From an optimization exercise on the open Yosys and OpenROAD flow, aimed at small area, a short achievable clock period and few clock cycles per item; shortcuts taken in it are not production practice. Function was checked by simulation only, so behaviour that the tests miss may differ from the original. Power is estimated from default activity; no workload was simulated.

Setup of old:
## window
module window #(
    parameter Q_IN  = 15,
    parameter Q_COEFF = 15,
    parameter Q_OUT = 15,
    parameter N     = 256
)(
    input wire clk,
    input wire reset,
    input wire valid_in,
    input wire valid_packet,
    input wire signed [Q_IN:0] data_in,
    output reg valid_request,
    output reg valid_out,
    output reg signed [Q_OUT:0] data_out_0,
    output reg signed [Q_OUT:0] data_out_1
);
For scale: ~2400 cells after synthesis, ~270 flip-flops, ~54 I/O pins, ~21000 µm² of cells after synthesis.
export LEC_CHECK = 0
export CAP_MARGIN = 20
export CORE_MARGIN = 2
export CORE_UTILIZATION = 65
export CTS_CLUSTER_DIAMETER = 100
export CTS_CLUSTER_SIZE = 20
export PLACE_DENSITY = 0.75
export SLEW_MARGIN = 20
create_clock -name core_clock -period 10.0 [get_ports {clk}]
standard.sh (not shown) runs the stock make flow with config.mk's settings and CLKGATE_MAP_FILE= SYNTH_SCRIPT=/design/flow/synth_recipe.tcl, a recipe that flattens the netlist after the stock synthesis.
==> flow/flow/run.sh <==
#!/bin/bash
# The standard layout (the standard.sh, unchanged synthesis), except that
# timing repair aims for 7 ns of setup slack at the 10 ns clock instead of
# stopping once the 10 ns clock is met, so the multiplier paths get sized
# for speed.  Each step's full output goes to its own log in this folder.
set -euo pipefail
bash standard.sh synth > synth.log 2>&1
bash standard.sh SETUP_SLACK_MARGIN=7 finish > layout.log 2>&1
old reached the end of the flow, and the finished layout is clean on the timing, design-rule and antenna checks.
Testbench counts of old, summed over its fixed seeds: cycles 8,248, items 8,192.
Input-level comparison between new and old:
--- a/flow/design.v
+++ b/flow/design.v
@@ -10,14 +10,15 @@
     input wire valid_packet,
     input wire signed [Q_IN:0] data_in,
     output reg valid_request,
     output reg valid_out,
     output reg signed [Q_OUT:0] data_out_0,
     output reg signed [Q_OUT:0] data_out_1
 );
+    reg [7:0]  counter;         
     reg        valid_data;
     reg [15:0] data;
     wire accept = valid_request & valid_in;
     reg        valid_x3;
     reg [15:0] data_x;          
     reg [17:0] data_x3;         
     wire [17:0] x3_sum = {{2{data[15]}}, data} + {data[15], data, 1'b0};
@@ -26,16 +27,14 @@
     reg [14:0] coeff_1;         
     reg [7:0]  step_0;          
     reg [7:0]  step_1;          
     reg [2:0]  dd_0;            
     reg [2:0]  dd_1;            
     localparam [767:0] DD_0 = 768'h035daed7dbeed7dd7ddb5f76db6befbefbf5fb7beff7edf6fbedfedfeff7fbfff0dc6e371ffe3fe0603f38fe001c00391c8001e41e480413d024120a04224844a08308309061861929228b28b29249165965968b4994d24cb49969969969a499;
     localparam [767:0] DD_1 = 768'h00b4934cb4cb4cb49969268b4994cb2cb2ca49245945945244b0c30c2418418411281250211048242e482013c83c8001e0f000e001f9c7f0301ff1ffe3e1f0f86fffdfeff7fb7fb7df6fb7bfdf7edeef7df7df76db6beedafbafbb5f6fbb5dae;
-    wire last_sample = valid_data ? (valid_x3 ? index == 8'd253 : index == 8'd254)
-                                  : (valid_x3 ? index == 8'd254 : index == 8'd255);
     wire       load_coeff = reset || (valid_x3 && index == 8'd255);
     wire [7:0] index_step = index + {7'd0, valid_x3};    
     wire [14:0] coeff_next_0 = load_coeff ? 15'd2621 :
                                valid_x3 ? coeff_0 + {7'd0, step_0} : coeff_0;
     wire [14:0] coeff_next_1 = load_coeff ? 15'd32767 :
                                valid_x3 ? coeff_1 - {7'd0, step_1} : coeff_1;
     function [3:0] bmag(input [3:0] b);
@@ -429,21 +428,23 @@
         end
         if (reset) begin
             valid_request <= 1'b0;
             valid_data    <= 1'b0;
             valid_x3      <= 1'b0;
             valid_tree    <= 1'b0;
             valid_out     <= 1'b0;
+            counter       <= 8'd0;
         end else begin
             valid_data <= accept;
             valid_x3   <= valid_data;
             valid_tree <= valid_x3;
             valid_out  <= valid_tree;
             if (accept) begin
-                if (last_sample)
+                counter <= counter + 8'd1;
+                if (counter == N-1)
                     valid_request <= 1'b0;
             end else if (!valid_request && valid_packet) begin
                 valid_request <= 1'b1;
             end
         end
     end
 endmodule
==> comparison <==
Between new and old, it is new whose minimum period implied by the final worst setup slack is lower, by 0.060 ns.
new against old: die area comparable, routed length on met1 lost about 1.2%, power drawn by the combinational cells now larger, multiplexer share of the synthesized area went down 0.85 points, core utilization has decreased.
Compared with old, in new floorplan die width essentially unchanged; share of total power in the clock network increased 0.7 points; average wire per standard cell increased 0.86%.
After detailed routing, old needs more wire than new.
Status: data required time at the worst endpoint parity (new, old)
new finished every step from synthesis to the final layout, and the layout passed the timing, design-rule and antenna checks.
From old to new the numbers moved as follows: worst slew margin relative to its limit went down by 9.5 points; netlist area before placement was more or less identical; power share of the combinational group went up by 1.8 points.
Testbench counts of new, summed over its fixed seeds: cycles 8,248, items 8,192.

## afterwards: timing with drivers on the ports
The flow's constraints put no driver on any port. The routed layouts listed below were extracted and timed again, unchanged, in two steps. Step 1 (the two cells are an assumption about what drives the block):
set clk [get_ports {clk}]
set_driving_cell -lib_cell sky130_fd_sc_hd__clkbuf_16 $clk
set_driving_cell -lib_cell sky130_fd_sc_hd__buf_2 [delete_from_list [all_inputs] $clk]
Step 2 also shifts input and output timing later by t, the mid clock arrival at the registers, as if the neighbouring blocks saw the same clock. a / b / c = ideal / step 1 / step 2; a / b = the first two.
run | t (ns) | setup WS [ns] | worst data-port slew with drivers (ns)
old | 0.557 | 6.858 / 6.858 / 6.496 | 0.05
new | 0.571 | 6.919 / 6.919 / 6.490 | 0.04
After both steps setup and hold are still met in every run listed. The setup slack of new, which loses most, moves by 0.000 ns with the drivers and by -0.429 ns with both steps.
